Source: an optimization exercise on an open RTL-to-GDS flow (aim: small area, a short achievable clock period and few clock cycles per item). Production flows keep margins and buffers that such runs may drop. At most, simulation tests tie the RTL to the original design; equivalence was not proved.

Setup of yarrow:
Design cordic, start of the top module:
module cordic(
    input wire [31:0]   angle,
    input wire [1:0]    opt,
    input wire          enable,
    input wire          reset,
    input wire          clk,
    output wire signed [31:0] sin_out,
    output wire signed [31:0] cos_out,
    output wire               done
);
Size: ~1200 cells after synthesis, roughly 65 flip-flops, about 100 I/O pins.
clock: 7.0 ns
lec_check: 0
abc_area: 1
cap_margin: 20
core_margin: 2
core_utilization: 40
setup_slack_margin: 4.5
slew_margin: 20
run.sh (not shown) runs the stock make flow with config.mk's settings and CLKGATE_MAP_FILE= SYNTH_SCRIPT=/design/flow/synth_recipe.tcl, a recipe that flattens the netlist after the stock synthesis.
The flow did not stop early for yarrow: all stages ran, and the layout cleared the timing, design-rule and antenna checks.
Testbench counts of yarrow, summed over its fixed seeds: cycles 43,200, items 2,400.
### yarrow -> ember
==> flow/flow/run.sh (new file) <==
#!/bin/bash
# The standard layout (standard.sh) with extra ORFS settings: port buffers
# made from sky130_fd_sc_hd__buf_1. ORFS writes each step's log under orfs/logs;
# make's own output goes to make.log.
set -euo pipefail
bash standard.sh 'BUFFER_PORTS_ARGS=-buffer_cell sky130_fd_sc_hd__buf_1' RECOVER_POWER=100 finish > make.log 2>&1
==> flow/standard.sh (new file) <==
#!/bin/bash
# synth_recipe.tcl (not shown) runs the flow's synth.tcl, then flattens the netlist and writes it again
# the make line also repeats each setting of config.mk as NAME=value (left out here)
make -C /OpenROAD-flow-scripts/flow DESIGN_CONFIG=/design/flow/config.mk WORK_HOME=/design/flow/orfs CLKGATE_MAP_FILE= SYNTH_SCRIPT=/design/flow/synth_recipe.tcl "${@:-finish}"
-- flow/config.mk --
<<< yarrow, line 12
export SETUP_SLACK_MARGIN = 4.5
>>> ember, line 12
export SETUP_SLACK_MARGIN = 3.5
removed: flow/run.sh
Findings:
- Complete run, failing final checks: ember, reason capacitance limit, slew limit.
- The worst setup slack before clock tree synthesis in ember sits 0.0086 ns above the value recorded for yarrow.
- Setup slack, yarrow and ember, higher one = yarrow.
- Per the comparison of ember with yarrow, minimum clock period increased 1.21 ns; summed area of non-filler cells in the final layout decreased 21%.
- Looking only at average wire length per cell after detail routing, and setting everything else aside, the lower value of yarrow and ember goes to ember.
- Comparing yarrow against ember, there is no change at all in synthesized area per cell.
- Side by side, wire length after detailed routing turned out lower in ember than in yarrow.
- Non-clock buffer count ends up higher on yarrow.

Another version of the RTL of cordic (not shown whole).
==> flow/config.mk <==
export PLATFORM = sky130hd
export DESIGN_NAME = cordic
export DESIGN_NICKNAME = cordic
export VERILOG_FILES = /design/flow/design.v
export SDC_FILE = /design/flow/constraint.sdc
export NUM_CORES = 4
export LEC_CHECK = 0
export ABC_AREA = 1
export CAP_MARGIN = 20
export CORE_MARGIN = 2
export CORE_UTILIZATION = 40
export CTS_BUF_LIST = sky130_fd_sc_hd__clkbuf_8
export CTS_CLUSTER_DIAMETER = 100
export CTS_CLUSTER_SIZE = 40
export SETUP_SLACK_MARGIN = 3.5
export SLEW_MARGIN = 20
==> flow/constraint.sdc <==
create_clock -name core_clock -period 7.0 [get_ports {clk}]
set_input_delay 1.4000 -clock core_clock [delete_from_list [all_inputs] [get_ports {clk}]]
set_output_delay 1.4000 -clock core_clock [all_outputs]
set_load 0.01 [all_outputs]
standard.sh (not shown) runs the stock make flow with config.mk's settings and CLKGATE_MAP_FILE= SYNTH_SCRIPT=/design/flow/synth_recipe.tcl, a recipe that flattens the netlist after the stock synthesis.
==> flow/flow/run.sh <==
#!/bin/bash
# The standard layout (standard.sh) with extra ORFS settings: port buffers
# made from sky130_fd_sc_hd__buf_1. ORFS writes each step's log under orfs/logs;
# make's own output goes to make.log.
set -euo pipefail
bash standard.sh 'BUFFER_PORTS_ARGS=-buffer_cell sky130_fd_sc_hd__buf_1' finish > make.log 2>&1
The baseline went through all stages and came out clean.
Then changed:
- ABC_AREA: 1 -> 0
- CTS_CLUSTER_DIAMETER: 100 -> default
- CTS_CLUSTER_SIZE: 40 -> 24
After rerunning: The changed run ran to the end with no violations; design area grows by 5.4%; routed wire length shrinks by 3.7%; first-iteration DRC count grows by 17%; global-route usage shrinks by 1.0 points; area after synthesis shrinks by 3.0%; count of clock-buffer cells in the layout shrinks by 2; setup slack gets worse by 780 ps; hold slack gets worse by 38 ps.
Function was not checked in any run of this note: the RTL went through the layout flow alone.

port drivers added, routing unchanged:
No port has a modelled driver above. Below, the same layouts with a new extraction and two added sets of constraints.
Step 1, drivers: a clkbuf_16 drives clk and a buf_2 each remaining input, both assumed.
Step 2 moves the port delays by t, midway between the first and last clock arrival at a register: inputs arrive t later, outputs are due t later. That takes back most of the time a late clock gives input paths.
Three values: no drivers, after step 1, after step 2; two values: the first two.
run	t (ns)	setup WS [ns]	hold slack, ns	worst setup path after step 2	worst data-port slew with drivers (ns)
yarrow	0.389	3.556 / 3.556 / 3.556	0.527 / 0.527 / 0.527	register to register	0.04
ember	0.393	2.344 / 2.364 / 1.971	0.524 / 0.524 / 0.524	input to register	0.04
the first run of note 2	0.423	3.721 / 3.721 / 3.455	0.525 / 0.525 / 0.525	input to register	0.03
the second run of note 2	0.404	2.941 / 2.941 / 2.941	0.487 / 0.487 / 0.487	register to register	0.03
The setup slack of ember, which loses most, moves by +0.020 ns with the drivers and by -0.373 ns with both steps.
